Source: an optimization exercise on an open RTL-to-GDS flow (aim: small area and a short achievable clock period). Production flows keep margins and buffers that such runs may drop. The RTL was checked by simulation tests, not by an equivalence proof against the original design. Power is estimated from default activity; no workload was simulated.

==> flow/design.v <==
module D_ff(input clk, input reset, input d, output reg q);
	always @ (posedge clk)
	begin
		if(reset==1)
			q<=0;
		else
			q<=d;
	end
endmodule
module register32bits(input clk, input reset, input [31:0] numberIn, output [31:0] numberOut);
	D_ff d0(clk, reset, numberIn[0], numberOut[0]);
	D_ff d1(clk, reset, numberIn[1], numberOut[1]);
	D_ff d2(clk, reset, numberIn[2], numberOut[2]);
	D_ff d3(clk, reset, numberIn[3], numberOut[3]);
	D_ff d4(clk, reset, numberIn[4], numberOut[4]);
	D_ff d5(clk, reset, numberIn[5], numberOut[5]);
	D_ff d6(clk, reset, numberIn[6], numberOut[6]);
	D_ff d7(clk, reset, numberIn[7], numberOut[7]);
	D_ff d8(clk, reset, numberIn[8], numberOut[8]);
	D_ff d9(clk, reset, numberIn[9], numberOut[9]);
	D_ff d10(clk, reset, numberIn[10], numberOut[10]);
	D_ff d11(clk, reset, numberIn[11], numberOut[11]);
	D_ff d12(clk, reset, numberIn[12], numberOut[12]);
	D_ff d13(clk, reset, numberIn[13], numberOut[13]);
	D_ff d14(clk, reset, numberIn[14], numberOut[14]);
	D_ff d15(clk, reset, numberIn[15], numberOut[15]);
	D_ff d16(clk, reset, numberIn[16], numberOut[16]);
	D_ff d17(clk, reset, numberIn[17], numberOut[17]);
	D_ff d18(clk, reset, numberIn[18], numberOut[18]);
	D_ff d19(clk, reset, numberIn[19], numberOut[19]);
	D_ff d20(clk, reset, numberIn[20], numberOut[20]);
	D_ff d21(clk, reset, numberIn[21], numberOut[21]);
	D_ff d22(clk, reset, numberIn[22], numberOut[22]);
	D_ff d23(clk, reset, numberIn[23], numberOut[23]);
	D_ff d24(clk, reset, numberIn[24], numberOut[24]);
	D_ff d25(clk, reset, numberIn[25], numberOut[25]);
	D_ff d26(clk, reset, numberIn[26], numberOut[26]);
	D_ff d27(clk, reset, numberIn[27], numberOut[27]);
	D_ff d28(clk, reset, numberIn[28], numberOut[28]);
	D_ff d29(clk, reset, numberIn[29], numberOut[29]);
	D_ff d30(clk, reset, numberIn[30], numberOut[30]);
	D_ff d31(clk, reset, numberIn[31], numberOut[31]);
endmodule
module signDiffExpo(input [7:0] number1OutExpo, input [7:0] number2OutExpo, output reg [8:0] diffExpo);
	always @ (number1OutExpo or number2OutExpo)
	begin
		diffExpo=number1OutExpo-number2OutExpo;
	end
endmodule
module signToUnsign9(input [8:0] diffExpo, output reg sign, output reg [7:0] absDiff);
	always @ (diffExpo)
	begin
		sign=diffExpo[8];
		absDiff=diffExpo[7:0];
		if (sign==1)
		begin
			absDiff=~absDiff+1;
		end
	end
endmodule
module muxGreaterExpo(input [7:0] number1OutExpo, input [7:0] number2OutExpo, input sign, output reg [7:0] ResultExponent8bits);
	always @ (number1OutExpo or number2OutExpo or sign)
	begin
		case (sign)
			0:
			begin
				ResultExponent8bits=number1OutExpo;
			end
			1:
			begin
				ResultExponent8bits=number2OutExpo;
			end
		endcase
	end
endmodule
module muxInputFrac(input [24:0] in1, input [24:0] in2, input selOp, output reg [24:0] Op);
	always @ (in1 or in2 or selOp)
	begin
		case (selOp)
			0:
			begin
				Op=in1;
			end
			1:
			begin
				Op=in2;
			end
		endcase
	end
endmodule
module shiftRightOp1(input [24:0] tempOp, input [7:0] absDiff, output reg [24:0] shiftOp);
	always @ (tempOp or absDiff)
	begin
		shiftOp=tempOp>>absDiff;
	end
endmodule
module muxSign(input s1, input s2, input selSign, output reg ResultSign);
	always @ (s1 or s2 or selSign)
	begin
		case (selSign)
			0:
			begin
				ResultSign=s1;
			end
			1:
			begin
				ResultSign=s2;
			end
		endcase
	end
endmodule
module unsignToSign26b(input [24:0] in25bUnsigned, input sign, output reg [25:0] out26bSigned);
	always @ (in25bUnsigned or sign)
	begin
		out26bSigned={1'b0, in25bUnsigned};
		if (sign==1)
		begin
			out26bSigned=~out26bSigned+1;
		end
	end
endmodule
module eacAdd(input [23:0] x, input [23:0] y, input sub, output [24:0] r, output neg, output zero);
	wire gb0 = x[0] & y[0];
	wire pb0 = x[0] ^ y[0];
	wire gb1 = x[1] & y[1];
	wire pb1 = x[1] ^ y[1];
	wire gb2 = x[2] & y[2];
	wire pb2 = x[2] ^ y[2];
	wire gb3 = x[3] & y[3];
	wire pb3 = x[3] ^ y[3];
	wire gb4 = x[4] & y[4];
	wire pb4 = x[4] ^ y[4];
	wire gb5 = x[5] & y[5];
	wire pb5 = x[5] ^ y[5];
	wire gb6 = x[6] & y[6];
	wire pb6 = x[6] ^ y[6];
	wire gb7 = x[7] & y[7];
	wire pb7 = x[7] ^ y[7];
	wire gb8 = x[8] & y[8];
	wire pb8 = x[8] ^ y[8];
	wire gb9 = x[9] & y[9];
	wire pb9 = x[9] ^ y[9];
	wire gb10 = x[10] & y[10];
	wire pb10 = x[10] ^ y[10];
	wire gb11 = x[11] & y[11];
	wire pb11 = x[11] ^ y[11];
	wire gb12 = x[12] & y[12];
	wire pb12 = x[12] ^ y[12];
	wire gb13 = x[13] & y[13];
	wire pb13 = x[13] ^ y[13];
	wire gb14 = x[14] & y[14];
	wire pb14 = x[14] ^ y[14];
	wire gb15 = x[15] & y[15];
	wire pb15 = x[15] ^ y[15];
	wire gb16 = x[16] & y[16];
	wire pb16 = x[16] ^ y[16];
	wire gb17 = x[17] & y[17];
	wire pb17 = x[17] ^ y[17];
	wire gb18 = x[18] & y[18];
	wire pb18 = x[18] ^ y[18];
	wire gb19 = x[19] & y[19];
	wire pb19 = x[19] ^ y[19];
	wire gb20 = x[20] & y[20];
	wire pb20 = x[20] ^ y[20];
	wire gb21 = x[21] & y[21];
	wire pb21 = x[21] ^ y[21];
	wire gb22 = x[22] & y[22];
	wire pb22 = x[22] ^ y[22];
	wire gb23 = x[23] & y[23];
	wire pb23 = x[23] ^ y[23];
	wire g1_1 = gb1 | (pb1 & gb0);
	wire p1_1 = pb1 & pb0;
	wire g1_3 = gb3 | (pb3 & gb2);
	wire p1_3 = pb3 & pb2;
	wire g1_5 = gb5 | (pb5 & gb4);
	wire p1_5 = pb5 & pb4;
	wire g1_7 = gb7 | (pb7 & gb6);
	wire p1_7 = pb7 & pb6;
	wire g1_9 = gb9 | (pb9 & gb8);
	wire p1_9 = pb9 & pb8;
	wire g1_11 = gb11 | (pb11 & gb10);
	wire p1_11 = pb11 & pb10;
	wire g1_13 = gb13 | (pb13 & gb12);
	wire p1_13 = pb13 & pb12;
	wire g1_15 = gb15 | (pb15 & gb14);
	wire p1_15 = pb15 & pb14;
	wire g1_17 = gb17 | (pb17 & gb16);
	wire p1_17 = pb17 & pb16;
	wire g1_19 = gb19 | (pb19 & gb18);
	wire p1_19 = pb19 & pb18;
	wire g1_21 = gb21 | (pb21 & gb20);
	wire p1_21 = pb21 & pb20;
	wire g1_23 = gb23 | (pb23 & gb22);
	wire p1_23 = pb23 & pb22;
	wire g2_2 = gb2 | (pb2 & g1_1);
	wire p2_2 = pb2 & p1_1;
	wire g2_3 = g1_3 | (p1_3 & g1_1);
	wire p2_3 = p1_3 & p1_1;
	wire g2_6 = gb6 | (pb6 & g1_5);
	wire p2_6 = pb6 & p1_5;
	wire g2_7 = g1_7 | (p1_7 & g1_5);
	wire p2_7 = p1_7 & p1_5;
	wire g2_10 = gb10 | (pb10 & g1_9);
	wire p2_10 = pb10 & p1_9;
	wire g2_11 = g1_11 | (p1_11 & g1_9);
	wire p2_11 = p1_11 & p1_9;
	wire g2_14 = gb14 | (pb14 & g1_13);
	wire p2_14 = pb14 & p1_13;
	wire g2_15 = g1_15 | (p1_15 & g1_13);
	wire p2_15 = p1_15 & p1_13;
	wire g2_18 = gb18 | (pb18 & g1_17);
	wire p2_18 = pb18 & p1_17;
	wire g2_19 = g1_19 | (p1_19 & g1_17);
	wire p2_19 = p1_19 & p1_17;
	wire g2_22 = gb22 | (pb22 & g1_21);
	wire p2_22 = pb22 & p1_21;
	wire g2_23 = g1_23 | (p1_23 & g1_21);
	wire p2_23 = p1_23 & p1_21;
	wire g3_4 = gb4 | (pb4 & g2_3);
	wire p3_4 = pb4 & p2_3;
	wire g3_5 = g1_5 | (p1_5 & g2_3);
	wire p3_5 = p1_5 & p2_3;
	wire g3_6 = g2_6 | (p2_6 & g2_3);
	wire p3_6 = p2_6 & p2_3;
	wire g3_7 = g2_7 | (p2_7 & g2_3);
	wire p3_7 = p2_7 & p2_3;
	wire g3_12 = gb12 | (pb12 & g2_11);
	wire p3_12 = pb12 & p2_11;
	wire g3_13 = g1_13 | (p1_13 & g2_11);
	wire p3_13 = p1_13 & p2_11;
	wire g3_14 = g2_14 | (p2_14 & g2_11);
	wire p3_14 = p2_14 & p2_11;
	wire g3_15 = g2_15 | (p2_15 & g2_11);
	wire p3_15 = p2_15 & p2_11;
	wire g3_20 = gb20 | (pb20 & g2_19);
	wire p3_20 = pb20 & p2_19;
	wire g3_21 = g1_21 | (p1_21 & g2_19);
	wire p3_21 = p1_21 & p2_19;
	wire g3_22 = g2_22 | (p2_22 & g2_19);
	wire p3_22 = p2_22 & p2_19;
	wire g3_23 = g2_23 | (p2_23 & g2_19);
	wire p3_23 = p2_23 & p2_19;
	wire g4_8 = gb8 | (pb8 & g3_7);
	wire p4_8 = pb8 & p3_7;
	wire g4_9 = g1_9 | (p1_9 & g3_7);
	wire p4_9 = p1_9 & p3_7;
	wire g4_10 = g2_10 | (p2_10 & g3_7);
	wire p4_10 = p2_10 & p3_7;
	wire g4_11 = g2_11 | (p2_11 & g3_7);
	wire p4_11 = p2_11 & p3_7;
	wire g4_12 = g3_12 | (p3_12 & g3_7);
	wire p4_12 = p3_12 & p3_7;
	wire g4_13 = g3_13 | (p3_13 & g3_7);
	wire p4_13 = p3_13 & p3_7;
	wire g4_14 = g3_14 | (p3_14 & g3_7);
	wire p4_14 = p3_14 & p3_7;
	wire g4_15 = g3_15 | (p3_15 & g3_7);
	wire p4_15 = p3_15 & p3_7;
	wire g5_16 = gb16 | (pb16 & g4_15);
	wire p5_16 = pb16 & p4_15;
	wire g5_17 = g1_17 | (p1_17 & g4_15);
	wire p5_17 = p1_17 & p4_15;
	wire g5_18 = g2_18 | (p2_18 & g4_15);
	wire p5_18 = p2_18 & p4_15;
	wire g5_19 = g2_19 | (p2_19 & g4_15);
	wire p5_19 = p2_19 & p4_15;
	wire g5_20 = g3_20 | (p3_20 & g4_15);
	wire p5_20 = p3_20 & p4_15;
	wire g5_21 = g3_21 | (p3_21 & g4_15);
	wire p5_21 = p3_21 & p4_15;
	wire g5_22 = g3_22 | (p3_22 & g4_15);
	wire p5_22 = p3_22 & p4_15;
	wire g5_23 = g3_23 | (p3_23 & g4_15);
	wire p5_23 = p3_23 & p4_15;
	wire call = g5_23;
	wire e = sub & call;                  
	wire inv = sub & ~call;               
	assign neg = inv & ~p5_23;
	assign zero = sub & p5_23;
	assign r[0] = pb0 ^ e ^ inv;
	assign r[1] = pb1 ^ (gb0 | (pb0 & e)) ^ inv;
	assign r[2] = pb2 ^ (g1_1 | (p1_1 & e)) ^ inv;
	assign r[3] = pb3 ^ (g2_2 | (p2_2 & e)) ^ inv;
	assign r[4] = pb4 ^ (g2_3 | (p2_3 & e)) ^ inv;
	assign r[5] = pb5 ^ (g3_4 | (p3_4 & e)) ^ inv;
	assign r[6] = pb6 ^ (g3_5 | (p3_5 & e)) ^ inv;
	assign r[7] = pb7 ^ (g3_6 | (p3_6 & e)) ^ inv;
	assign r[8] = pb8 ^ (g3_7 | (p3_7 & e)) ^ inv;
	assign r[9] = pb9 ^ (g4_8 | (p4_8 & e)) ^ inv;
	assign r[10] = pb10 ^ (g4_9 | (p4_9 & e)) ^ inv;
	assign r[11] = pb11 ^ (g4_10 | (p4_10 & e)) ^ inv;
	assign r[12] = pb12 ^ (g4_11 | (p4_11 & e)) ^ inv;
	assign r[13] = pb13 ^ (g4_12 | (p4_12 & e)) ^ inv;
	assign r[14] = pb14 ^ (g4_13 | (p4_13 & e)) ^ inv;
	assign r[15] = pb15 ^ (g4_14 | (p4_14 & e)) ^ inv;
	assign r[16] = pb16 ^ (g4_15 | (p4_15 & e)) ^ inv;
	assign r[17] = pb17 ^ (g5_16 | (p5_16 & e)) ^ inv;
	assign r[18] = pb18 ^ (g5_17 | (p5_17 & e)) ^ inv;
	assign r[19] = pb19 ^ (g5_18 | (p5_18 & e)) ^ inv;
	assign r[20] = pb20 ^ (g5_19 | (p5_19 & e)) ^ inv;
	assign r[21] = pb21 ^ (g5_20 | (p5_20 & e)) ^ inv;
	assign r[22] = pb22 ^ (g5_21 | (p5_21 & e)) ^ inv;
	assign r[23] = pb23 ^ (g5_22 | (p5_22 & e)) ^ inv;
	assign r[24] = ~sub & call;
endmodule
module signToUnsign26(input [25:0] ALUout, output reg sign, output reg [24:0] frac);
	always @ (ALUout)
	begin
		sign=ALUout[25];
		frac=ALUout[24:0];
		if (sign==1)
		begin
			frac=~frac+1;
		end
	end
endmodule
module floatingPointAdder(input [31:0] in1, input [31:0] in2, input clk, input reset, output ResultSign1bit, output [7:0] ResultExponent8bits, output [24:0] ResultFraction25bits);
	wire        sub    = in1[31] ^ in2[31];
	wire [8:0]  d12    = {1'b0, in1[30:23]} - {1'b0, in2[30:23]};
	wire        swap   = d12[8];                        
	wire [7:0]  absd   = d12[7:0] ^ {8{swap}};
	wire [7:0]  expBig = swap ? in2[30:23] : in1[30:23];
	wire [22:0] fBig   = swap ? in2[22:0] : in1[22:0];
	wire        sBig   = swap ? in2[31] : in1[31];
	wire [23:0] sSm    = (swap ? {2'b01, in1[22:1]} : {1'b1, in2[22:0]}) ^ {24{sub}};
	wire [23:0] l0     = absd[0] ? {sub, sSm[23:1]}        : sSm;
	wire [23:0] l1     = absd[1] ? {{2{sub}}, l0[23:2]}    : l0;
	wire [23:0] l2     = absd[2] ? {{4{sub}}, l1[23:4]}    : l1;
	wire [23:0] l3     = absd[3] ? {{8{sub}}, l2[23:8]}    : l2;
	wire [23:0] l4     = absd[4] ? {{16{sub}}, l3[23:16]}  : l3;
	wire [23:0] sAl    = (absd[7:5] != 0) ? {24{sub}} : l4;
	reg  [7:0]  rExp;
	reg  [22:0] rBig;
	reg  [23:0] rSm;
	reg         rSub, rSBig;
	always @(posedge clk) begin
		if (reset) begin
			rExp  <= 8'd0;
			rBig  <= 23'd0;
			rSm   <= 24'h800000;
			rSub  <= 1'b0;
			rSBig <= 1'b0;
		end else begin
			rExp  <= expBig;
			rBig  <= fBig;
			rSm   <= sAl;
			rSub  <= sub;
			rSBig <= sBig;
		end
	end
	wire        neg, zero;
	eacAdd ADD({1'b1, rBig}, rSm, rSub, ResultFraction25bits, neg, zero);
	assign ResultSign1bit       = (rSBig ^ neg) & ~zero;
	assign ResultExponent8bits  = rExp;
endmodule
==> flow/flow/run.sh <==
#!/bin/bash
# Standard layout with these changes: synthesis maps the logic with the ABC
# script in flow/abc_area.script (delay-bounded area mapping, then gate
# sizing); input ports get a buf_1 and output ports a buf_2 as their buffer;
# clock tree synthesis adds no dummy loads.
set -e
rm -rf scripts_mod
cp -r "$FLOW_HOME/scripts" scripts_mod
cp flow/abc_area.script scripts_mod/abc_area.script
export BUFFER_PORTS_ARGS="-buffer_cell sky130_fd_sc_hd__buf_1"
export POST_GLOBAL_PLACE_TCL=$PWD/flow/post_gpl.tcl
export CTS_ARGS="-sink_clustering_enable -repair_clock_nets -buf_list {sky130_fd_sc_hd__clkbuf_4 sky130_fd_sc_hd__clkbuf_8} -dont_use_dummy_load"
SCRIPTS_DIR=$PWD/scripts_mod bash standard.sh synth > synth.log 2>&1
bash standard.sh > standard.log 2>&1
==> flow/flow/abc_area.script <==
strash
dch
map -D 2000
topo
stime -c
buffer -c
upsize -c -D 2000
dnsize -c -D 2000
==> flow/flow/post_gpl.tcl <==
# The ports were buffered with buf_1; the output ports drive the external
# load, so their buffers become buf_2.
foreach inst [get_cells output*] {
  replace_cell $inst sky130_fd_sc_hd__buf_2
}
==> flow/standard.sh <==
#!/bin/bash
# synth_recipe.tcl (not shown) runs the flow's synth.tcl, then flattens the netlist and writes it again
# the make line also repeats each setting of config.mk as NAME=value (left out here)
make -C /OpenROAD-flow-scripts/flow DESIGN_CONFIG=/design/flow/config.mk WORK_HOME=/design/flow/orfs CLKGATE_MAP_FILE= SYNTH_SCRIPT=/design/flow/synth_recipe.tcl "${@:-finish}"
==> flow/config.mk <==
export PLATFORM = sky130hd
export DESIGN_NAME = floatingPointAdder
export DESIGN_NICKNAME = floatingPointAdder
export VERILOG_FILES = /design/flow/design.v
export SDC_FILE = /design/flow/constraint.sdc
export NUM_CORES = 4
export LEC_CHECK = 0
export ABC_AREA = 1
export CAP_MARGIN = 20
export CORE_MARGIN = 2
export CORE_UTILIZATION = 70
export CTS_BUF_LIST = sky130_fd_sc_hd__clkbuf_4 sky130_fd_sc_hd__clkbuf_8
export PLACE_DENSITY = 0.8
export SETUP_SLACK_MARGIN = 5
export SLEW_MARGIN = 20
==> flow/constraint.sdc <==
create_clock -name core_clock -period 11.0 [get_ports {clk}]
set_input_delay 2.2000 -clock core_clock [delete_from_list [all_inputs] [get_ports {clk}]]
set_output_delay 2.2000 -clock core_clock [all_outputs]
set_load 0.01 [all_outputs]
==> impl_metrics.json, run 1 <==
{
  "setup-tns-final_ps": 0,
  "p_int_mw": 0.508,
  "fmax_ghz": 0.173,
  "layout-drive-gt1-share_pct": 9.87,
  "outcome": "complete, no violations",
  "rows": 30,
  "dr.pass1.iters": 6,
  "diodes": 0,
  "period_share_pct": 52.4,
  "power_switching_mw": 0.467,
  "core_area_sq_um": 6870,
  "p_per_area_nw_per_um2": 175,
  "die_x_microns": 88.6,
  "slew_violations": 0,
  "netlist_instances": 737,
  "grt_pass1_vias": 4721,
  "overflow": 0,
  "synth_area_leader_cell": "dfxtp_1",
  "cp_data_required_time_ps": 8800,
  "syn_area_per_cell_sq_um": 6.80,
  "dp_slack_ps": 4550,
  "nets": 922,
  "dp_cells": 902,
  "vias": 5394,
  "dieArea_sq_um": 7850,
  "p_clk_share_pct": 15.0,
  "tightestPinTransition_ps": 925,
  "drc": 0,
  "crit_path_end_kind": "output pin",
  "arrival_ps": 3570,
  "ys.flop_type": "dfxtp_1",
  "min_to": "rExp[6]",
  "fin_crit_ps": 5770,
  "syn_nets": 836,
  "clock-sinks": 57,
  "ys_warn_count": 1,
  "grt_max_degree": 49,
  "rsz0062_at_grt": "false",
  "ys_seq_area_share_pct": 22.8,
  "p_total_mw": 0.974,
  "start_kind": "register",
  "combinationalPowerShare_pct": 59.9,
  "synth_edf_count": 0,
  "areaGrowthSynthToFinish_pct": 11.0,
  "critPathKind": "register to output pin",
  "postRouteAntennaNets": 0,
  "power_leakage_nw": 2.66,
  "holdPathStages": 3,
  "dpl.hpwl_microns": 11400,
  "worstHoldPathType": "input port to register",
  "post_drt_wl_per_cell_microns": 16.3,
  "cts.htree.levels": 3,
  "start_util_pct": 73.0,
  "synth.area.top_cells": "dfxtp_1 (23%), nand2_1 (11%), xor2_1 (11%), ha_1 (7.7%), nor2_1 (7.1%)",
  "worst_hold_startpoint": "in2[29]",
  "drt_iter0_markers": 705,
  "io_buffers": 99,
  "fin_ws_ps": 5230,
  "antenna_found_initial": 0,
  "finalSetupViolCount": 0,
  "cts_hold_buffers": 0,
  "cts_root_buffer": "clkbuf_8",
  "finalWirelength_microns": 15000,
  "yosys.area.top_type_share_pct": 22.8,
  "stdcell_count": 917,
  "synth-seq-cells": 57,
  "async_flop_share_pct": 0,
  "cts_buffer_depth": 2,
  "track_usage_pct": 37.6,
  "tritoncts": "yes",
  "grt_pass1_wl_microns": 22600,
  "cap_viol_max_count": 0,
  "die_h_microns": 88.6,
  "ys_types": 49,
  "hold_viol_final": 0,
  "pin_count": 100,
  "peakVddDrop_v": 0.000104,
  "relSlewSlack_pct": 38.3,
  "numCtsBuffers": 9,
  "place_area_sq_um": 5380,
  "path_clk_slew_ps": 60,
  "final_cell_area_sq_um": 5570,
  "syn-cell-area_sq_um": 5010,
  "power.share.sequential_pct": 25.1,
  "vias_per_cell": 5.88,
  "fin_util_pct": 81.0,
  "p_sw_share_pct": 47.9,
  "fin_hold_ws_ps": 2120,
  "critPathMaxFanout": 17,
  "startpoint": "rSm[9]"
}
==> cells in the final DEF (no fill, tap or decap), types with 5 or more instances in the layout <==
| cell | count |
|---|---|
| xnor2_1 | 11 |
| buf_1 | 65 |
| nand2_1 | 151 |
| o21ai_1 | 35 |
| xor2_1 | 63 |
| o21ai_0 | 69 |
| dfxtp_1 | 57 |
| buf_2 | 34 |
| clkbuf_8 | 9 |
| a31oi_1 | 6 |
| o211ai_1 | 8 |
| mux2i_1 | 10 |
| inv_1 | 55 |
| o21bai_1 | 5 |
| a21oi_2 | 6 |
| nor2_1 | 95 |
| ha_1 | 31 |
| buf_4 | 11 |
| a21oi_1 | 50 |
==> state kept, by name (all words and copies together) (netlist names) <==
name / count
rBig: 23
rSub: 1
rExp: 8
rSm: 24
rSBig: 1
==> power by group through the flow <==
stage / logic [mW] / clock network [mW] / registers [mW]
final: 0.583 / 0.147 / 0.245
after CTS: 0.561 / 0.145 / 0.245
after global routing: 0.640 / 0.152 / 0.246
after floorplan: 0.418 / 0 / 0.245
after global placement: 0.532 / 0 / 0.249
after detailed placement: 0.557 / 0 / 0.249
==> worst max path at each step <==
stage,to,slack (ps),depth (start not counted)
floorplan,rSm[5],6020,18
global placement,rSm[0],4680,21
detailed placement,rSm[0],4550,21
CTS,rSm[0],5130,21
global route,ResultFraction25bits[12],5070,15
finish,ResultFraction25bits[3],5230,14
==> layer usage <==
metal,vias to the layer above,GRT usage [%],wire length [microns]
met5,-,0,0
met4,0,10.9,490
met3,60,6.53,1390
met2,325,63.5,7060
met1,2423,49.2,6010
li1,2586,-,-
==> cell families after synthesis <==
group / after synthesis / synth area share [%]
buffers and inverters: 94 / 8.59
muxes: 10 / 2.00
adders and majority gates: 33 / 8.54
DFF: 57 / 22.8
xor gates and xnor gates: 78 / 14.2
AOI/OAI and AO/OA: 203 / 23.2
and+or+nand+nor: 262 / 20.7
==> synth_stat cells, types with 2 or more instances <==
master      n
fa_1        2
ha_1       31
nor3_1      2
o21bai_1    5
a21oi_2     6
nand2_1   151
o21ai_1    35
xor2_2      2
nor2_2      3
buf_4       4
clkbuf_1   17
inv_2       3
o31ai_1     4
a211oi_1    2
nand4_1     2
nand3_1     4
o211ai_1    8
buf_2       6
xnor2_2     2
nor2_1     95
buf_1       2
a21o_1      3
inv_1      55
dfxtp_1    57
o21ai_0    69
mux2i_1    10
a31oi_1     7
a21oi_1    50
xor2_1     63
xnor2_1    11
buf_6       5
o21ai_2     4
==> timing repair <==
action | CTS | global route
endpoints found under the setup margin | 5 | 14
gates resized for setup | 0 | 4
buffers inserted | 0 | 5
gates cloned | 1 | 0
pin swaps | 1 | 1
==> worst max-delay path, stage by stage, from the launching register on <==
cell      delay (ps)
dfxtp_1          320
ha_1             350
a21o_1           210
a21oi_2          180
nor2_1            50
or2_1            240
a211oi_1         260
o21ai_1          140
nand2_1          130
nand2_1          110
nor2_4           260
buf_4            350
xnor2_1          230
xor2_1           230
buf_2            170
==> area by class of cell <==
cell class | count | area, sq um
Timing Repair Buffer | 110 | 497
Fill cell | 513 | 1300
Sequential cell | 57 | 1140
Tap cell | 96 | 120
Multi-Input combinational cell | 587 | 3460
Clock buffer | 9 | 124
Inverter | 58 | 220
==> run 2, diff against run 1 <==
--- a/flow/flow/run.sh
+++ b/flow/flow/run.sh
@@ -9,4 +9,5 @@
 cp flow/abc_area.script scripts_mod/abc_area.script
 export BUFFER_PORTS_ARGS="-buffer_cell sky130_fd_sc_hd__buf_1"
+export SETUP_SLACK_MARGIN=5.25
 export POST_GLOBAL_PLACE_TCL=$PWD/flow/post_gpl.tcl
 export CTS_ARGS="-sink_clustering_enable -repair_clock_nets -buf_list {sky130_fd_sc_hd__clkbuf_4 sky130_fd_sc_hd__clkbuf_8} -dont_use_dummy_load"
--- a/flow/config.mk
+++ b/flow/config.mk
@@ -12,4 +12,5 @@
 export CTS_BUF_LIST = sky130_fd_sc_hd__clkbuf_4 sky130_fd_sc_hd__clkbuf_8
 export PLACE_DENSITY = 0.8
-export SETUP_SLACK_MARGIN = 5
 export SLEW_MARGIN = 20
+export SYNTH_HIERARCHICAL = 1
+export SYNTH_MINIMUM_KEEP_SIZE = 0
==> run 2 against run 1 <==
  * Synthesized cell count shrank 2.2%
  * Critical path type unchanged
  * Area after synthesis is essentially flat
  * Die area is essentially flat
  * Sequential share of layout area is essentially flat
  * Non-clock buffer count shrank 6
  * Worst setup slack gained 150 ps
  * Via count shrank 1.6%
  * Combinational power shrank 6.2%
  * Worst hold slack gained 4.1 ps
  * Sequential power is essentially flat
  * Global-route usage shrank 1.2 points
==> impl_metrics.json, run 2 <==
{
  "ys_types": 44,
  "overflow": 0,
  "arrival_ps": 3410,
  "synth-seq-cells": 57,
  "grt_pass1_vias": 4751,
  "critPathMaxFanout": 12,
  "worstHoldPathType": "input port to register",
  "path_clk_slew_ps": 60,
  "rsz0062_at_grt": "true",
  "synth_area_leader_cell": "dfxtp_1",
  "core_area_sq_um": 6870,
  "nets": 902,
  "ys_seq_area_share_pct": 22.8,
  "largest_registers": "rSm (24), rBig (23), rExp (8)",
  "peakVddDrop_v": 0.0000906,
  "relSlewSlack_pct": 31.0,
  "cpMaxStageDelayCell": "nor2_4",
  "fin_crit_ps": 5610,
  "worst_hold_startpoint": "in2[30]",
  "hold_viol_final": 0,
  "numCtsBuffers": 9,
  "post_drt_wl_per_cell_microns": 16.3,
  "power_leakage_nw": 2.64,
  "ys_warn_count": 7,
  "outcome": "complete, no violations",
  "start_util_pct": 72.9,
  "fillCellCount": 482,
  "synth.area.top_cells": "dfxtp_1 (23%), xor2_1 (12%), ha_1 (8.0%), nand2_1 (7.9%), o21ai_0 (7.4%)",
  "postRouteAntennaNets": 0,
  "max_stage_delay_ps": 450,
  "pin_count": 100,
  "async_flop_share_pct": 0,
  "die_h_microns": 88.6,
  "crit_path_end_kind": "output pin",
  "die_x_microns": 88.6,
  "p_per_area_nw_per_um2": 167,
  "drt_iter0_markers": 485,
  "io_buffers": 99,
  "netlist_instances": 721,
  "slew_violations": 0,
  "regMostFlops": "rSm",
  "layout_commonest_cell": "nand2_1",
  "grt_max_degree": 41,
  "grt_pass1_wl_microns": 22300,
  "critPathKind": "register to output pin",
  "start_kind": "register",
  "synth_most_common_cell": "nand2_1",
  "areaGrowthSynthToFinish_pct": 11.2,
  "min_to": "rExp[7]",
  "cts.htree.levels": 3,
  "cp_data_required_time_ps": 8800,
  "cts_root_buffer": "clkbuf_8",
  "holdPathStages": 3,
  "vias": 5310,
  "final_cell_area_sq_um": 5570,
  "period_share_pct": 51.0,
  "tritoncts": "yes",
  "tightestPinTransition_ps": 1030,
  "syn-cell-area_sq_um": 5010,
  "ys_top_cells_by_count": "nand2_1 (106), nor2_1 (90), o21ai_0 (74)",
  "finalWirelength_microns": 14600,
  "dpl.hpwl_microns": 11200,
  "cts_buffer_depth": 2,
  "yosys.area.top_type_share_pct": 22.8,
  "finalSetupViolCount": 0,
  "cts_hold_buffers": 0,
  "final_cell_mix": "nand2_1 (106), nor2_1 (89), o21ai_0 (74)",
  "largest_reg_flops": 24,
  "rows": 30,
  "dieArea_sq_um": 7850,
  "clock-sinks": 57,
  "drc": 0,
  "syn_area_per_cell_sq_um": 6.95,
  "fmax_ghz": 0.178,
  "diodes": 0,
  "layout-drive-gt1-share_pct": 8.63,
  "synth_edf_count": 0,
  "dr.pass1.iters": 6,
  "cap_viol_max_count": 0,
  "syn_nets": 821,
  "setup-tns-final_ps": 0,
  "crit_chain": "ha_1 > a21oi_1 > inv_1 > a221oi_2 > inv_1 > a21oi_2 > o221ai_2 > nand2_1 > nand2_1 > nor2_4 > xor2_1 > xor2_1 > buf_2",
  "track_usage_pct": 36.4,
  "antenna_found_initial": 0,
  "place_area_sq_um": 5400,
  "fin_hold_ws_ps": 2120,
  "vias_per_cell": 5.93,
  "ys.flop_type": "dfxtp_1"
}
-- run 2: layout make-up --
| cell class | count | area (sq um) | share of cell area (%) |
|---|---|---|---|
| Sequential cell | 57 | 1140 | 20.5 |
| Tap cell | 96 | 120 | 2.16 |
| Multi-Input combinational cell | 565 | 3480 | 62.5 |
| Timing Repair Buffer | 104 | 455 | 8.17 |
| Inverter | 65 | 250 | 4.49 |
| Clock buffer | 9 | 124 | 2.22 |
-- run 2: report_power, final --
group	internal [mW]	total (mW)	switching, mW
registers	0.231	0.242	0.0110
clock network	0.0724	0.141	0.0686
logic	0.190	0.547	0.358
total	0.493	0.930	0.437
-- run 2: per-stage QoR --
step	utilization [%]	total power, mW	cells	setup WS (ps)
2_1_floorplan	-	0.631	721	6130
6_report	81.1	0.930	896	5390
4_1_cts	80.7	0.912	894	5280
3_3_place_gp	77.8	0.743	884	4380
5_1_grt	81.1	0.993	896	5210
3_5_place_dp	78.6	0.767	884	4460
-- run 2: cells by family (layout without fill, tap and decap cells) --
group                    Yosys count  count (layout)  share of synthesized area, %
buffers and inverters            101             178                          8.62
flip-flops                        57              57                          22.8
XOR/XNOR                          79              79                          14.0
AO/OA/AOI/OAI                    194             194                          21.5
multiplexers                      30              30                          5.99
other                              1               1                        0.0749
AND/OR/NAND/NOR                  225             227                          18.3
adder cells (fa/ha/maj)           34              34                          8.79
-- run 2: worst max path at each step --
stage | startpoint | to | slack, ps | cells after the start
final | rSm[1] | ResultFraction25bits[22] | 5390 | 13
after global routing | in1[23] | rSm[1] | 5210 | 19
after CTS | in1[23] | rSm[1] | 5280 | 19
after detailed placement | in1[23] | rSm[10] | 4460 | 19
after global placement | in1[23] | rSm[7] | 4380 | 16
after floorplan | in1[23] | rSm[1] | 6130 | 19
-- run 2: metal layers --
layer	global-route usage (%)	part of all wire (%)
met1	46.9	42
met2	64.1	49
met3	5.13	7.0
met4	9.37	1.9
met5	0	0
-- run 2: modules after synthesis, one instance, submodules excluded --
module              copies in the design  flip-flops and latches  area (sq um)
floatingPointAdder                     1                      57          3720
eacAdd                                 1                       0          1290
-- run 2: critical path: cells and delay by family, from the launching register on --
family | cells | cell delay, ps
AOI/OAI and AO/OA | 4 | 860
xor gates and xnor gates | 2 | 420
DFF | 1 | 310
buffers and inverters | 3 | 370
and+or+nand+nor | 3 | 770
adders and majority gates | 1 | 360
-- run 2: timing repair --
action,CTS,global route
gates cloned,1,1
gates resized for setup,3,3
setup endpoints to repair,24,42
pin swaps,1,2
setup buffers,0,1
endpoints found under the hold margin,0,0
==> run 3, diff against run 2 <==
--- a/flow/flow/run.sh
+++ b/flow/flow/run.sh
@@ -9,5 +9,5 @@
 cp flow/abc_area.script scripts_mod/abc_area.script
 export BUFFER_PORTS_ARGS="-buffer_cell sky130_fd_sc_hd__buf_1"
-export SETUP_SLACK_MARGIN=5.25
+export SETUP_SLACK_MARGIN=5.4
 export POST_GLOBAL_PLACE_TCL=$PWD/flow/post_gpl.tcl
 export CTS_ARGS="-sink_clustering_enable -repair_clock_nets -buf_list {sky130_fd_sc_hd__clkbuf_4 sky130_fd_sc_hd__clkbuf_8} -dont_use_dummy_load"
==> run 3 against run 2 <==
  * Largest cell class unchanged
  * Global-route usage increased by 1.4 points
  * Still clean on timing, DRC and antenna
  * Clock-buffer cell count unchanged
  * Area after synthesis unchanged
  * Cell count increased by 1.1%
  * Critical path depth increased by 5
  * Highest routed layer unchanged
  * Total power increased by 3.7%
  * Sequential share of layout area decreased by 0.49 points
  * Combinational power increased by 5.9%
  * Clock power about the same
==> impl_metrics.json, run 3 <==
{
  "synth_top_family_by_area": "compound AO/OA/AOI/OAI gates",
  "start_util_pct": 72.9,
  "met3_usage_pct": 5.13,
  "worstHoldPathType": "input port to register",
  "syn-cell-area_sq_um": 5010,
  "layout-drive-gt1-share_pct": 10.0,
  "synth_most_common_cell": "nand2_1",
  "final_cell_mix": "nand2_1 (106), nor2_1 (89), o21ai_0 (74)",
  "dpl.hpwl_microns": 11200,
  "peakVddDrop_v": 0.000114,
  "cp_data_required_time_ps": 8800,
  "crit_path_end_kind": "output pin",
  "fin_hold_ws_ps": 2120,
  "synth_area_leader_cell": "dfxtp_1",
  "largest_registers": "rSm (24), rBig (23), rExp (8)",
  "cap_viol_max_count": 0,
  "die_h_microns": 88.6,
  "vias_per_cell": 6.21,
  "dp_cells": 884,
  "synth_edf_count": 0,
  "nets": 912,
  "regMostFlops": "rSm",
  "post_drt_wl_per_cell_microns": 18.6,
  "grt.busiest_layer": "met2",
  "path_clk_slew_ps": 60,
  "drc": 0,
  "finalSetupViolCount": 0,
  "synthAdderAreaFrac_pct": 8.79,
  "yosys.area.top_type_share_pct": 22.8,
  "track_usage_pct": 37.8,
  "start_kind": "register",
  "ys_warn_count": 7,
  "diodes": 0,
  "pin_count": 100,
  "syn_area_per_cell_sq_um": 6.95,
  "met2_usage_pct": 67.1,
  "arrival_ps": 4010,
  "clock-sinks": 57,
  "stdcell_count": 906,
  "vias": 5626,
  "overflow": 0,
  "yosys.area_share.xor_xnor_pct": 14.0,
  "ys_types": 44,
  "async_flop_share_pct": 0,
  "relSlewSlack_pct": 29.2,
  "cts.htree.levels": 3,
  "outcome": "complete, no violations",
  "areaGrowthSynthToFinish_pct": 14.0,
  "rsz0062_at_grt": "false",
  "grt_pass1_wl_microns": 23000,
  "use_met1_pct": 47.9,
  "postRouteAntennaNets": 0,
  "layout_commonest_cell": "nand2_1",
  "dieArea_sq_um": 7850,
  "io_buffers": 99,
  "setup-tns-final_ps": 0,
  "p_per_area_nw_per_um2": 169,
  "grt_max_degree": 41,
  "ys.flop_type": "dfxtp_1",
  "largest_reg_flops": 24,
  "syn_nets": 821,
  "core_area_sq_um": 6870,
  "die_x_microns": 88.6,
  "grt_pass1_vias": 4836,
  "cts_buffer_depth": 2,
  "cts_hold_buffers": 0,
  "drt_iter0_markers": 772,
  "synth_compound_area_share_pct": 21.5,
  "dr.pass1.iters": 6,
  "numCtsBuffers": 9,
  "critPathMaxFanout": 6,
  "antenna_found_initial": 0,
  "critPathKind": "register to output pin",
  "power_leakage_nw": 2.69,
  "netlist_instances": 721,
  "finalWirelength_microns": 16900,
  "rows": 30,
  "ys_seq_area_share_pct": 22.8,
  "synth-seq-cells": 57,
  "fin_crit_ps": 6210,
  "synthSimpleGateAreaFrac_pct": 18.3,
  "fmax_ghz": 0.161,
  "hold_viol_final": 0,
  "cts_root_buffer": "clkbuf_8",
  "synthMuxAreaShare_pct": 5.99,
  "slew_violations": 0,
  "tritoncts": "yes",
  "period_share_pct": 56.5,
  "ys_top_cells_by_count": "nand2_1 (106), nor2_1 (90), o21ai_0 (74)",
  "tightestPinTransition_ps": 1060,
  "synth.area.top_cells": "dfxtp_1 (23%), xor2_1 (12%), ha_1 (8.0%), nand2_1 (7.9%), o21ai_0 (7.4%)"
}
-- run 3: cell types whose count changed in the layout (fill, tap and decap cells not counted), sizes merged --
cell / delta
buf: +7
clkinvlp: +2
clkbuf: +1
-- run 3: area by class of cell --
type | count | area, sq um
repair inverters | 2 | 15.0
fillers | 444 | 1160
inverters | 65 | 253
clock buffers | 9 | 124
well taps | 96 | 120
multi-input cells | 565 | 3530
flip-flops and latches | 57 | 1140
repair buffers | 112 | 531
-- run 3: layer usage --
metal  share of wire (%)  up-vias
li1                    -     2575
met1                  39     2540
met2                  47      405
met3                 8.5      106
met4                 5.4        0
met5                   0        -
-- run 3: cells by family (layout without fill, tap and decap cells) --
kind of cell / after synthesis / after routing
fa+ha+maj: 34 / 34
mux: 30 / 30
buf+inv: 101 / 188
flops: 57 / 57
other cells: 1 / 1
xor+xnor: 79 / 79
compound gates: 194 / 194
simple gates: 225 / 227
-- run 3: power breakdown --
| part | switching, mW | total (mW) | internal, mW | leakage, nW |
|---|---|---|---|---|
| Combinational | 0.382 | 0.579 | 0.197 | 2.15 |
| Sequential | 0.0117 | 0.243 | 0.231 | 0.475 |
| Clock | 0.0705 | 0.143 | 0.0725 | 0.0647 |
| Total | 0.464 | 0.965 | 0.501 | 2.69 |
-- run 3: what timing repair did --
item / CTS / global route
gates resized for setup: 5 / 12
gates cloned: 2 / 2
setup buffers: 2 / 7
pin swaps: 2 / 2
endpoints found under the setup margin: 42 / 45
-- run 3: metrics by stage --
step | power, mW | util [%] | instance area (sq um) | setup slack [ps]
after global placement | 0.743 | 77.8 | 5350 | 4380
final | 0.965 | 83.1 | 5710 | 4790
after floorplan | 0.631 | - | 5010 | 6130
after detailed placement | 0.767 | 78.6 | 5400 | 4460
after global routing | 1.02 | 83.1 | 5710 | 4330
after CTS | 0.916 | 81.3 | 5590 | 5490
-- run 3: critical path, cell delays in order, from the launching register on --
cell and delay, ps:
dfxtp_1 300, ha_1 300, inv_1 80, nor2_1 210
inv_1 120, nor2_1 270, inv_1 180, nor2_1 250
inv_1 180, o221ai_2 280, nand2_1 190, a21oi_4 320
inv_1 140, nor2_1 180, nor2_1 80, nor2_1 220
nor2_1 90, xor2_1 150, buf_2 140
-- run 3: modules after synthesis, one instance, submodules excluded --
module / copies in the design / cells inside / area [sq um] / flip-flops and latches
floatingPointAdder: 1 / 534 / 3720 / 57
eacAdd: 1 / 187 / 1290 / 0
-- run 3: worst paths after layout --
check  startpoint                      end  slack (ps)  cells after the start
min       in2[25]                  rExp[2]        2120                      3
max        rSm[9]  ResultFraction25bits[4]        4790                     18
==> run 4, diff against run 3 <==
--- a/flow/flow/run.sh
+++ b/flow/flow/run.sh
@@ -9,5 +9,5 @@
 cp flow/abc_area.script scripts_mod/abc_area.script
 export BUFFER_PORTS_ARGS="-buffer_cell sky130_fd_sc_hd__buf_1"
-export SETUP_SLACK_MARGIN=5.4
+export SETUP_SLACK_MARGIN=5.6
 export POST_GLOBAL_PLACE_TCL=$PWD/flow/post_gpl.tcl
 export CTS_ARGS="-sink_clustering_enable -repair_clock_nets -buf_list {sky130_fd_sc_hd__clkbuf_4 sky130_fd_sc_hd__clkbuf_8} -dont_use_dummy_load"
==> run 4 against run 3 <==
  * Worst hold slack worse by 1.9 ps
  * Via count increased by 7.9%
  * Clock-buffer cell count did not move
  * Wire length rose by 13%
  * Cell area is 6.1% higher
  * Clock power hardly changed
  * Non-clock buffer count is 22 higher
  * Maximum frequency increased by 7.1%
  * Flip-flop and latch count unchanged
  * Largest cell class unchanged
  * Total power is 6.2% higher
  * Combinational power up about 10%
  * Sequential power about the same
==> impl_metrics.json, run 4 <==
{
  "areaGrowthSynthToFinish_pct": 20.9,
  "multiInputGateArea_sq_um": 3670,
  "overflow": 0,
  "crit_path_end_kind": "output pin",
  "cap_viol_max_count": 0,
  "power_leakage_nw": 2.83,
  "post_drt_wl_per_cell_microns": 20.6,
  "rsz0062_at_grt": "true",
  "dp_slack_ps": 4460,
  "vias_per_cell": 6.54,
  "nets": 934,
  "outcome": "complete, no violations",
  "finalWirelength_microns": 19100,
  "synth_area_leader_cell": "dfxtp_1",
  "ys_warn_count": 7,
  "grt_max_degree": 41,
  "ys_top_cells_by_count": "nand2_1 (106), nor2_1 (90), o21ai_0 (74)",
  "drt_iter0_markers": 966,
  "fin_util_pct": 88.2,
  "fillCellCount": 356,
  "p_int_mw": 0.527,
  "ys_seq_area_share_pct": 22.8,
  "tightestPinTransition_ps": 1090,
  "numCtsBuffers": 9,
  "final_cell_mix": "nand2_1 (102), nor2_1 (84), o21ai_0 (72)",
  "start_util_pct": 72.9,
  "finalSetupViolCount": 0,
  "dpl.hpwl_microns": 11200,
  "drc": 0,
  "vias": 6073,
  "m1WireLength_microns": 6690,
  "cts_root_buffer": "clkbuf_8",
  "syn-cell-area_sq_um": 5010,
  "fin_ws_ps": 5200,
  "async_flop_share_pct": 0,
  "yosys.area.top_type_share_pct": 22.8,
  "cp_data_required_time_ps": 8800,
  "synth.area.top_cells": "dfxtp_1 (23%), xor2_1 (12%), ha_1 (8.0%), nand2_1 (7.9%), o21ai_0 (7.4%)",
  "core_area_sq_um": 6870,
  "layout-drive-gt1-share_pct": 15.6,
  "grt_pass1_vias": 5155,
  "p_per_area_nw_per_um2": 169,
  "postRouteAntennaNets": 0,
  "netlist_instances": 721,
  "path_clk_slew_ps": 60,
  "p_sw_share_pct": 48.6,
  "syn_nets": 821,
  "regArea_sq_um": 1140,
  "ys_types": 44,
  "hold_viol_final": 0,
  "rows": 30,
  "relSlewSlack_pct": 27.5,
  "cts.htree.levels": 3,
  "ys.flop_type": "dfxtp_1",
  "track_usage_pct": 41.2,
  "p_clk_share_pct": 14.0,
  "synth_edf_count": 0,
  "io_buffers": 99,
  "synth-seq-cells": 57,
  "dieArea_sq_um": 7850,
  "setup-tns-final_ps": 0,
  "period_share_pct": 52.7,
  "critPathKind": "register to output pin",
  "start_kind": "register",
  "syn_area_per_cell_sq_um": 6.95,
  "clock-sinks": 57,
  "fmax_ghz": 0.172,
  "dr.pass1.iters": 8,
  "cts_buffer_depth": 2,
  "peakVddDrop_v": 0.0000993,
  "power.share.sequential_pct": 23.9,
  "tritoncts": "yes",
  "pin_count": 100,
  "grt_pass1_wl_microns": 24900,
  "power_switching_mw": 0.498,
  "die_h_microns": 88.6,
  "die_x_microns": 88.6,
  "cts_hold_buffers": 0,
  "arrival_ps": 3600,
  "wl_met3_microns": 2240,
  "largest_registers": "rSm (24), rBig (23), rExp (8)",
  "antenna_found_initial": 1,
  "worstHoldPathType": "input port to register",
  "largest_reg_flops": 24,
  "layout_commonest_cell": "nand2_1",
  "wl_met2_microns": 8640,
  "critPathMaxFanout": 5,
  "combinationalPowerShare_pct": 62.2,
  "synth_most_common_cell": "nand2_1",
  "fin_crit_ps": 5800,
  "regMostFlops": "rSm",
  "slew_violations": 0,
  "top_layer": "met4"
}
run 4: modules after synthesis, one instance, submodules excluded:
module,cells,times used,flops+latches,area (sq um)
floatingPointAdder,534,1,57,3720
eacAdd,187,1,0,1290
run 4: cell type report:
cell class / instances / area share (%)
Antenna cell: 1 / 0.0413
Timing Repair Buffer: 134 / 12.1
Multi-Input combinational cell: 566 / 60.6
Timing Repair inverter: 1 / 0.124
Tap cell: 96 / 1.98
Sequential cell: 57 / 18.8
Clock buffer: 9 / 2.04
Inverter: 65 / 4.30
run 4: worst max-delay path, cell delays in order (launching register included):
cell,delay (ps)
dfxtp_1,330
ha_1,350
inv_1,140
nor2_1,90
a221oi_2,370
inv_2,130
a21oi_4,250
o221ai_4,160
nand2_4,120
a21oi_4,90
a21oi_2,250
inv_1,140
a311oi_2,340
xor2_1,300
buf_2,190
run 4: power groups by stage:
stage	Sequential, mW	Clock (mW)	Combinational, mW
2_1_floorplan	0.243	0	0.388
3_3_place_gp	0.246	0	0.497
3_5_place_dp	0.246	0	0.521
4_1_cts	0.242	0.143	0.535
5_1_grt	0.245	0.149	0.676
6_report	0.245	0.143	0.637
run 4: through the flow:
| stage | power (mW) | cell area [sq um] | hold slack [ps] | cells |
|---|---|---|---|---|
| floorplan | 0.631 | 5010 | 2320 | 721 |
| global placement | 0.743 | 5350 | 2440 | 884 |
| detailed placement | 0.767 | 5400 | 2450 | 884 |
| CTS | 0.920 | 5650 | 2110 | 904 |
| global route | 1.07 | 6060 | 2140 | 929 |
| finish | 1.02 | 6060 | 2120 | 929 |
run 4: timing repair:
| action | in CTS | in global routing |
|---|---|---|
| gates resized for setup | 7 | 47 |
| buffers inserted | 9 | 21 |
| cloned | 2 | 3 |
| endpoints found under the setup margin | 48 | 49 |
| pin swaps | 3 | 9 |
run 4: worst paths after layout:
check | endpoint | depth (start not counted) | start
worst min-delay path | rExp[2] | 3 | in2[25]
worst max-delay path | ResultFraction25bits[11] | 14 | rSm[3]
run 4: kinds of logic (layout without fill, tap and decap cells):
family | after synthesis | count (layout) | synth area share, %
flops | 57 | 57 | 22.8
buf+inv | 101 | 209 | 8.62
compound gates | 194 | 194 | 21.5
other cells | 1 | 2 | 0.0749
mux | 30 | 30 | 5.99
simple gates | 225 | 228 | 18.3
xor+xnor | 79 | 79 | 14.0
fa+ha+maj | 34 | 34 | 8.79
run 4: per-layer routing:
layer,GRT usage (%),up-vias
met5,0,-
met4,16.8,0
met3,7.84,192
met2,71.2,634
met1,50.3,2628
li1,-,2619
==> run 5, diff against run 4 <==
--- a/flow/flow/run.sh
+++ b/flow/flow/run.sh
@@ -9,5 +9,4 @@
 cp flow/abc_area.script scripts_mod/abc_area.script
 export BUFFER_PORTS_ARGS="-buffer_cell sky130_fd_sc_hd__buf_1"
-export SETUP_SLACK_MARGIN=5.6
 export POST_GLOBAL_PLACE_TCL=$PWD/flow/post_gpl.tcl
 export CTS_ARGS="-sink_clustering_enable -repair_clock_nets -buf_list {sky130_fd_sc_hd__clkbuf_4 sky130_fd_sc_hd__clkbuf_8} -dont_use_dummy_load"
--- a/flow/config.mk
+++ b/flow/config.mk
@@ -12,4 +12,5 @@
 export CTS_BUF_LIST = sky130_fd_sc_hd__clkbuf_4 sky130_fd_sc_hd__clkbuf_8
 export PLACE_DENSITY = 0.8
+export SETUP_SLACK_MARGIN = 5
 export SLEW_MARGIN = 20
 export SYNTH_HIERARCHICAL = 1
==> run 5 against run 4 <==
  * Global-route usage decreased by 4.9 points
  * First-iteration DRC count decreased by 43%
  * Maximum frequency increased by 1.2%
  * Total power decreased by 9.6%
  * Critical path type unchanged
  * Still clean on timing, DRC and antenna
==> impl_metrics.json, run 5 <==
{
  "outcome": "complete, no violations",
  "tightestPinTransition_ps": 1040,
  "rsz0062_at_grt": "false",
  "start_util_pct": 72.9,
  "layout-drive-gt1-share_pct": 8.39,
  "critPathKind": "register to output pin",
  "peakVddDrop_v": 0.0000897,
  "finalWirelength_microns": 14400,
  "die_h_microns": 88.6,
  "synth_edf_count": 0,
  "yosys.area.top_type_share_pct": 22.8,
  "synthMuxAreaShare_pct": 5.99,
  "critPathMaxFanout": 24,
  "synthSimpleGateAreaFrac_pct": 18.3,
  "synth.area.top_cells": "dfxtp_1 (23%), xor2_1 (12%), ha_1 (8.0%), nand2_1 (7.9%), o21ai_0 (7.4%)",
  "ys_top_cells_by_count": "nand2_1 (106), nor2_1 (90), o21ai_0 (74)",
  "synth_compound_area_share_pct": 21.5,
  "ys_warn_count": 7,
  "syn_nets": 821,
  "postRouteAntennaNets": 0,
  "overflow": 0,
  "start_kind": "register",
  "cts.htree.levels": 3,
  "dieArea_sq_um": 7850,
  "p_per_area_nw_per_um2": 167,
  "cts_root_buffer": "clkbuf_8",
  "grt_max_degree": 41,
  "syn_area_per_cell_sq_um": 6.95,
  "path_clk_slew_ps": 60,
  "track_usage_pct": 36.3,
  "ys.flop_type": "dfxtp_1",
  "fillCellCount": 486,
  "drt_iter0_markers": 554,
  "areaGrowthSynthToFinish_pct": 10.9,
  "yosys.area_share.xor_xnor_pct": 14.0,
  "largest_reg_flops": 24,
  "vias": 5330,
  "arrival_ps": 3530,
  "worstHoldPathType": "input port to register",
  "stdcell_count": 895,
  "grt_pass1_vias": 4755,
  "layout_commonest_cell": "nand2_1",
  "drc": 0,
  "relSlewSlack_pct": 30.5,
  "pin_count": 100,
  "period_share_pct": 52.1,
  "finalSetupViolCount": 0,
  "cap_viol_max_count": 0,
  "synth_top_family_by_area": "compound AO/OA/AOI/OAI gates",
  "core_area_sq_um": 6870,
  "largest_registers": "rSm (24), rBig (23), rExp (8)",
  "slew_violations": 0,
  "antenna_found_initial": 0,
  "power_leakage_nw": 2.64,
  "grt_pass1_wl_microns": 22200,
  "rows": 30,
  "tritoncts": "yes",
  "die_x_microns": 88.6,
  "cp_data_required_time_ps": 8800,
  "clock-sinks": 57,
  "synth-seq-cells": 57,
  "synthAdderAreaFrac_pct": 8.79,
  "p_total_mw": 0.927,
  "dpl.hpwl_microns": 11200,
  "numCtsBuffers": 9,
  "diodes": 0,
  "post_drt_wl_per_cell_microns": 16.1,
  "synth_area_leader_cell": "dfxtp_1",
  "async_flop_share_pct": 0,
  "hold_viol_final": 0,
  "regMostFlops": "rSm",
  "dp_cells": 884,
  "nets": 901,
  "cts_buffer_depth": 2,
  "ys_types": 44,
  "vias_per_cell": 5.96,
  "crit_path_end_kind": "output pin",
  "syn-cell-area_sq_um": 5010,
  "io_buffers": 99,
  "fin_crit_ps": 5730,
  "final_cell_mix": "nand2_1 (106), nor2_1 (89), o21ai_0 (74)",
  "ys_seq_area_share_pct": 22.8,
  "setup-tns-final_ps": 0,
  "synth_most_common_cell": "nand2_1",
  "netlist_instances": 721,
  "dr.pass1.iters": 5,
  "fmax_ghz": 0.174
}
## run 5: power breakdown
group	total [mW]	switching (mW)	internal, mW
Sequential	0.242	0.0109	0.231
Clock	0.140	0.0677	0.0724
Combinational	0.544	0.355	0.189
Total	0.927	0.434	0.493
## run 5: modules after synthesis, one instance, submodules excluded
module / flops+latches / area, sq um / cells inside
floatingPointAdder: 57 / 3720 / 534
eacAdd: 0 / 1290 / 187
## run 5: stage by stage
step                area [sq um]  setup WS [ps]  util [%]  hold slack, ps
global route                5560           5060      80.9            2120
global placement            5350           4380      77.8            2440
CTS                         5530           5020      80.5            2110
floorplan                   5010           6130         -            2320
finish                      5560           5270      80.9            2120
detailed placement          5400           4460      78.6            2450
## run 5: metal layers
layer | part of all wire (%) | track usage [%]
met5 | 0 | 0
met2 | 48 | 64.0
met3 | 8.0 | 5.04
met1 | 41 | 46.7
met4 | 2.6 | 9.23
## run 5: kinds of logic (layout without fill, tap and decap cells)
group	after synthesis	after routing
simple gates	225	226
compound gates	194	194
buf+inv	101	178
xor+xnor	79	79
flops	57	57
fa+ha+maj	34	34
mux	30	30
other cells	1	1
## run 5: cell type report
type	count	area, sq um	share of cell area, %
multi-input combinational	564	3470	62.4
tap	96	120	2.16
clock buffer	9	124	2.23
sequential	57	1140	20.5
timing repair buffer	104	455	8.20
inverter	65	246	4.44
## run 5: what timing repair did
item,CTS,global route
hold buffers,0,0
setup buffers,0,1
hold endpoints to repair,0,0
pin swaps,1,1
gates cloned,1,0
resized for setup,0,5
setup endpoints to repair,20,24
## run 5: path summary, 6_finish.rpt
kind / start / endpoint / cells after the start
setup / recovery: rSm[1] / ResultFraction25bits[18] / 13
hold / removal: in2[30] / rExp[7] / 3
## run 5: worst max-delay path: stages, from the launching register on
cell and delay [ps]:
dfxtp_1 310, ha_1 360, a21oi_1 150, inv_1 80, a221oi_2 290, inv_1 130, a21oi_2 240, o221ai_2 170
nand2_1 150, nand2_1 120, nor2_4 650, xor2_1 250, xnor2_1 150, buf_2 160
==> run 6, diff against run 5 <==
--- a/flow/flow/run.sh
+++ b/flow/flow/run.sh
@@ -3,5 +3,6 @@
 # script in flow/abc_area.script (delay-bounded area mapping, then gate
 # sizing); input ports get a buf_1 and output ports a buf_2 as their buffer;
-# clock tree synthesis adds no dummy loads.
+# clock tree synthesis adds no dummy loads; timing repair aims for 5.25 ns of
+# setup slack (SETUP_SLACK_MARGIN).
 set -e
 rm -rf scripts_mod
@@ -9,4 +10,5 @@
 cp flow/abc_area.script scripts_mod/abc_area.script
 export BUFFER_PORTS_ARGS="-buffer_cell sky130_fd_sc_hd__buf_1"
+export SETUP_SLACK_MARGIN=5.25
 export POST_GLOBAL_PLACE_TCL=$PWD/flow/post_gpl.tcl
 export CTS_ARGS="-sink_clustering_enable -repair_clock_nets -buf_list {sky130_fd_sc_hd__clkbuf_4 sky130_fd_sc_hd__clkbuf_8} -dont_use_dummy_load"
--- a/flow/config.mk
+++ b/flow/config.mk
@@ -12,5 +12,4 @@
 export CTS_BUF_LIST = sky130_fd_sc_hd__clkbuf_4 sky130_fd_sc_hd__clkbuf_8
 export PLACE_DENSITY = 0.8
-export SETUP_SLACK_MARGIN = 5
 export SLEW_MARGIN = 20
 export SYNTH_HIERARCHICAL = 1
==> run 6 against run 5 <==
  * Wire length rose by 1.2%
  * Critical path depth did not move
  * Utilization rose by 0.22 points
  * Sequential share of layout area fell by 0.055 points
  * Clock-buffer cell count did not move
  * Global-route usage rose by 0.12 points
  * Via count fell by 0.38%
  * Area after synthesis did not move
  * First-iteration DRC count fell by 12%
  * Still clean
==> impl_metrics.json, run 6 <==
{
  "outcome": "complete, no violations",
  "final_cell_mix": "nand2_1 (106), nor2_1 (89), o21ai_0 (74)",
  "setup-tns-final_ps": 0,
  "arrival_ps": 3410,
  "grt_max_degree": 41,
  "relSlewSlack_pct": 31.0,
  "ys_seq_area_share_pct": 22.8,
  "post_drt_wl_per_cell_microns": 16.3,
  "syn-cell-area_sq_um": 5010,
  "track_usage_pct": 36.4,
  "peakVddDrop_v": 0.0000906,
  "largest_registers": "rSm (24), rBig (23), rExp (8)",
  "synth_edf_count": 0,
  "largest_reg_flops": 24,
  "cts_buffer_depth": 2,
  "finalWirelength_microns": 14600,
  "core_area_sq_um": 6870,
  "synth-seq-cells": 57,
  "critPathMaxFanout": 12,
  "cts_hold_buffers": 0,
  "cts.htree.levels": 3,
  "power_leakage_nw": 2.64,
  "cap_viol_max_count": 0,
  "start_kind": "register",
  "yosys.area_share.xor_xnor_pct": 14.0,
  "layout_commonest_cell": "nand2_1",
  "critPathKind": "register to output pin",
  "power_switching_mw": 0.437,
  "rsz0062_at_grt": "true",
  "grt.busiest_layer": "met2",
  "synth_top_family_by_area": "compound AO/OA/AOI/OAI gates",
  "nets": 902,
  "netlist_instances": 721,
  "finalSetupViolCount": 0,
  "dpl.hpwl_microns": 11200,
  "postRouteAntennaNets": 0,
  "grt_pass1_vias": 4751,
  "regMostFlops": "rSm",
  "syn_nets": 821,
  "die_h_microns": 88.6,
  "pin_count": 100,
  "slew_violations": 0,
  "die_x_microns": 88.6,
  "ys_warn_count": 7,
  "ys.flop_type": "dfxtp_1",
  "period_share_pct": 51.0,
  "overflow": 0,
  "tightestPinTransition_ps": 1030,
  "ys_top_cells_by_count": "nand2_1 (106), nor2_1 (90), o21ai_0 (74)",
  "synth_compound_area_share_pct": 21.5,
  "synthMuxAreaShare_pct": 5.99,
  "synth_most_common_cell": "nand2_1",
  "syn_area_per_cell_sq_um": 6.95,
  "dieArea_sq_um": 7850,
  "synthAdderAreaFrac_pct": 8.79,
  "fin_crit_ps": 5610,
  "rows": 30,
  "clock-sinks": 57,
  "synth_area_leader_cell": "dfxtp_1",
  "grt_pass1_wl_microns": 22300,
  "tritoncts": "yes",
  "path_clk_slew_ps": 60,
  "vias_per_cell": 5.93,
  "io_buffers": 99,
  "yosys.area.top_type_share_pct": 22.8,
  "ys_types": 44,
  "layout-drive-gt1-share_pct": 8.63,
  "use_met1_pct": 46.9,
  "met2_usage_pct": 64.1,
  "numCtsBuffers": 9,
  "drt_iter0_markers": 485,
  "fillCellCount": 482,
  "p_clk_share_pct": 15.2,
  "hold_viol_final": 0,
  "synthSimpleGateAreaFrac_pct": 18.3,
  "fin_util_pct": 81.1,
  "power.share.sequential_pct": 26.0,
  "dr.pass1.iters": 6,
  "worstHoldPathType": "input port to register",
  "antenna_found_initial": 0,
  "met3_usage_pct": 5.13,
  "cts_root_buffer": "clkbuf_8",
  "p_int_mw": 0.493,
  "combinationalPowerShare_pct": 58.8,
  "drc": 0,
  "p_sw_share_pct": 47.0,
  "vias": 5310,
  "areaGrowthSynthToFinish_pct": 11.2,
  "crit_path_end_kind": "output pin",
  "diodes": 0,
  "start_util_pct": 72.9,
  "synth.area.top_cells": "dfxtp_1 (23%), xor2_1 (12%), ha_1 (8.0%), nand2_1 (7.9%), o21ai_0 (7.4%)",
  "async_flop_share_pct": 0,
  "fmax_ghz": 0.178,
  "p_per_area_nw_per_um2": 167,
  "cp_data_required_time_ps": 8800
}
run 6: worst paths after layout:
path | cells after the start | end | slack, ps | start
setup / recovery | 13 | ResultFraction25bits[22] | 5390 | rSm[1]
hold / removal | 3 | rExp[7] | 2120 | in2[30]
run 6: logic make-up after synthesis:
kind of cell	count (synthesis)
and+or+nand+nor	225
AOI/OAI and AO/OA	194
buffers and inverters	101
xor gates and xnor gates	79
DFF	57
adders and majority gates	34
muxes	30
other	1
run 6: area by class of cell:
| class | count | area, sq um | area share [%] |
|---|---|---|---|
| multi-input cells | 565 | 3480 | 62.5 |
| flip-flops and latches | 57 | 1140 | 20.5 |
| repair buffers | 104 | 455 | 8.17 |
| inverters | 65 | 250 | 4.49 |
| clock buffers | 9 | 124 | 2.22 |
| well taps | 96 | 120 | 2.16 |
run 6: what timing repair did:
| action | 4_1_cts | 5_1_grt |
|---|---|---|
| buffers inserted | 0 | 1 |
| resized for setup | 3 | 3 |
| gates cloned | 1 | 1 |
| pin swaps | 1 | 2 |
| setup endpoints to repair | 24 | 42 |
run 6: per-stage QoR:
step                      instance area [sq um]  total power [mW]  setup WS, ps  hold slack (ps)  std cells
final                                      5570             0.930          5390             2120        896
after global routing                       5570             0.993          5210             2120        896
after CTS                                  5550             0.912          5280             2110        894
after detailed placement                   5400             0.767          4460             2450        884
after global placement                     5350             0.743          4380             2440        884
after floorplan                            5010             0.631          6130             2320        721
run 6: Yosys stat by module (local to each module, per instance):
module              cells inside  flops+latches
floatingPointAdder           534             57
eacAdd                       187              0
run 6: worst max-delay path, stage by stage (launching register included):
cell      delay, ps
dfxtp_1         310
ha_1            360
a21oi_1         150
inv_1            80
a221oi_2        290
inv_1           140
a21oi_2         250
o221ai_2        170
nand2_1         150
nand2_1         170
nor2_4          450
xor2_1          250
xor2_1          170
buf_2           150
run 6: routing by layer:
metal  wire (microns)  up-vias
met5                0        -
li1                 -     2550
met2             7200      290
met3             1030       38
met1             6070     2432
met4              274        0
run 6: power groups by stage:
| stage | Clock [mW] | Sequential (mW) | Combinational [mW] |
|---|---|---|---|
| 3_5_place_dp | 0 | 0.246 | 0.521 |
| 4_1_cts | 0.143 | 0.242 | 0.527 |
| 2_1_floorplan | 0 | 0.243 | 0.388 |
| 3_3_place_gp | 0 | 0.246 | 0.497 |
| 5_1_grt | 0.151 | 0.244 | 0.599 |
| 6_report | 0.141 | 0.242 | 0.547 |

==> separate check: timing with driven ports <==
Ports are ideal in the flow. The routed layouts listed here were re-timed in OpenROAD. Step 1 assumes that a clkbuf_16 drives the clock port and a buf_2 every other input. Step 2 moves the port delays by t, midway between the first and last clock arrival at a register: inputs arrive t later, outputs are due t later. That takes back most of the time a late clock gives input paths. Slacks: ideal ports / drivers / drivers and shift; pairs: ideal ports / drivers.
run | t, ns | slack for setup (ns) | pins driven straight from the clock port
run 1 | 0.351 | 5.234 / 5.204 / 5.033 | 1
run 2 | 0.348 | 5.388 / 5.357 / 5.154 | 1
run 3 | 0.350 | 4.789 / 4.758 / 5.107 | 1
run 4 | 0.352 | 5.199 / 5.168 / 5.338 | 1
run 5 | 0.345 | 5.268 / 5.236 / 5.149 | 1
run 6 | 0.348 | 5.388 / 5.357 / 5.154 | 1
After both steps setup and hold are still met in every run listed.
